From an optimization exercise on the open Yosys and OpenROAD flow, aimed at small area and a short achievable clock period; shortcuts taken in it are not production practice.
Only simulation tests tie the RTL to the original design; equivalence was not proved.

==> inputs of run a <==
## top_convolution
module top_convolution#(parameter int IMG_SIZE = 5)(
    input clk,
    input rst,
    input [23:0] in,
    input [71:0] FILTER,
    output reg [(IMG_SIZE-2)*(IMG_SIZE-2)*9-1:0] OUT);
    logic [71:0] f;
    always_ff @(posedge clk) f <= FILTER;
    wire [8:0] tp00 = {f[7], f[7:0]};
    wire [8:0] tp01 = {f[15], f[15:8]};
    wire [8:0] tp02 = {f[23], f[23:16]};
    wire [8:0] tp10 = {f[31], f[31:24]};
    wire [8:0] tp11 = {f[39], f[39:32]};
    wire [8:0] tp12 = {f[47], f[47:40]};
    wire [8:0] tp20 = {f[55], f[55:48]};
    wire [8:0] tp21 = {f[63], f[63:56]};
    wire [8:0] tp22 = {f[71], f[71:64]};
    wire [7:0] cs_s, cs_c;
    for (genvar i = 0; i < 8; i++) begin : csa
        conv_fa u (.a(in[16+i]), .b(in[8+i]), .c(in[i]), .s(cs_s[i]), .co(cs_c[i]));
    end
    wire [7:0] pp874 = {cs_s[7] ^ cs_c[6], cs_s[6] ^ cs_c[5], cs_s[5] ^ cs_c[4], cs_s[4] ^ cs_c[3], cs_s[3] ^ cs_c[2], cs_s[2] ^ cs_c[1], cs_s[1] ^ cs_c[0], cs_s[0]};
  ...
clock: 17.0 ns
lec_check: 0
cap_margin: 20
core_margin: 2
core_utilization: 40
slew_margin: 20
synth_hierarchical: 1
synth_minimum_keep_size: 0
run.sh (not shown) runs the stock make flow with config.mk's settings and CLKGATE_MAP_FILE= SYNTH_SCRIPT=/design/flow/synth_recipe.tcl, a recipe that flattens the netlist after the stock synthesis.
==> run b: changes against run a <==
==> flow/flow/run.sh (new file) <==
#!/bin/bash
# Layout flow: the standard ORFS flow (standard.sh, unchanged synthesis)
# with two settings changed: the port buffers are buf_2 cells instead of the
# default choice, and timing repair aims for 12.5 ns of setup slack.
set -euo pipefail
export BUFFER_PORTS_ARGS="-buffer_cell sky130_fd_sc_hd__buf_2"
export SETUP_SLACK_MARGIN=12.5
bash standard.sh > standard_make.log 2>&1
==> flow/standard.sh (new file) <==
#!/bin/bash
# synth_recipe.tcl (not shown) runs the flow's synth.tcl, then flattens the netlist and writes it again
# the make line also repeats each setting of config.mk as NAME=value (left out here)
make -C /OpenROAD-flow-scripts/flow DESIGN_CONFIG=/design/flow/config.mk WORK_HOME=/design/flow/orfs CLKGATE_MAP_FILE= SYNTH_SCRIPT=/design/flow/synth_recipe.tcl "${@:-finish}"
Settings changed: CORE_UTILIZATION 40 to 65, CTS_BUF_LIST set to sky130_fd_sc_hd__clkbuf_4, PLACE_DENSITY set to 0.75.
removed: flow/run.sh
==> run c: changes against run a <==
==> flow/flow/run.sh (new file) <==
#!/bin/bash
# Layout flow: the standard ORFS flow (standard.sh, unchanged synthesis)
# with two settings changed: the port buffers are buf_2 cells instead of the
# default choice, and timing repair aims for 12.5 ns of setup slack.
set -euo pipefail
export BUFFER_PORTS_ARGS="-buffer_cell sky130_fd_sc_hd__buf_2"
export SETUP_SLACK_MARGIN=12.5
bash standard.sh > standard_make.log 2>&1
==> flow/standard.sh (new file) <==
#!/bin/bash
# synth_recipe.tcl (not shown) runs the flow's synth.tcl, then flattens the netlist and writes it again
# the make line also repeats each setting of config.mk as NAME=value (left out here)
make -C /OpenROAD-flow-scripts/flow DESIGN_CONFIG=/design/flow/config.mk WORK_HOME=/design/flow/orfs CLKGATE_MAP_FILE= SYNTH_SCRIPT=/design/flow/synth_recipe.tcl "${@:-finish}"
Settings changed: CTS_BUF_LIST set to sky130_fd_sc_hd__clkbuf_4.
removed: flow/run.sh
==> impl_metrics.tcl <==
set metrics [dict create \
    layout.nonclk_buf_share_pct 7.17 \
    num-clock-buffers 101 \
    start_util_pct 66.0 \
    die_h_um 164 \
    gp_congestion 0.825 \
    crit_start "OUT[13]$_DFFE_PP_" \
    wl_met1_mm 14.4 \
    outcome "timing/DRC/antenna clean" \
]
the above is filed under run b

==> impl_metrics.tcl <==
set metrics [dict create \
    crit_start "s[0]$_DFF_P_" \
    num-clock-buffers 32 \
    slew_headroom_pct 35.7 \
    final.setup.tns_ns 0 \
    layout.nonclk_buf_share_pct 9.15 \
    gp_congestion 0.759 \
    start_util_pct 40.6 \
    outcome "timing/DRC/antenna clean" \
]
the above is filed under run a

==> impl_metrics.tcl <==
set metrics [dict create \
    outcome "timing/DRC/antenna clean" \
    grt_max_degree 55 \
    gp_congestion 0.784 \
    fp.dieW_um 208 \
    r2r_end "OUT[17]$_DFFE_PP_" \
    wl_met1_mm 15.3 \
    wl_met3_mm 2.05 \
    cp_max_fo 1 \
    wl_per_cell_um 17.1 \
    final_core_util_pct 48.7 \
    die_h_um 208 \
    criticalPathCategory "reg2out" \
    start_util_pct 40.6 \
    crit_start "OUT[44]$_DFFE_PP_" \
]
the above is filed under run c

## re-timing with driven ports
The flow's constraints put no driver on any port. The routed layouts listed below were extracted and timed again, unchanged, in two steps. Step 1 assumes that a clkbuf_16 drives the clock port and a buf_2 every other input. Step 2 adds t to the input delays and takes it off the output delays; t is the mean of the earliest and latest rising clock arrival at the registers after step 1. Input paths then give back, and output paths get back, about the clock's delay inside the block. Slacks: ideal / step 1 / step 2; pairs: ideal / step 1.
run | shift t [ns] | setup slack, ns | worst setup path after step 2 | clock arrival spread, ns | worst data-port slew with drivers (ns)
run a | 0.614 | 11.457 / 11.457 / 11.457 | register to register | 0.021 / 0.020 | 0.11
run b | 0.719 | 12.264 / 12.224 / 11.897 | input to register | 0.076 / 0.076 | 0.06
run c | 0.754 | 12.330 / 12.282 / 11.884 | input to register | 0.047 / 0.048 | 0.07
After both steps setup and hold are still met in every run listed. The setup slack of run c, which loses most, moves by -0.048 ns with the drivers and by -0.446 ns with both steps.
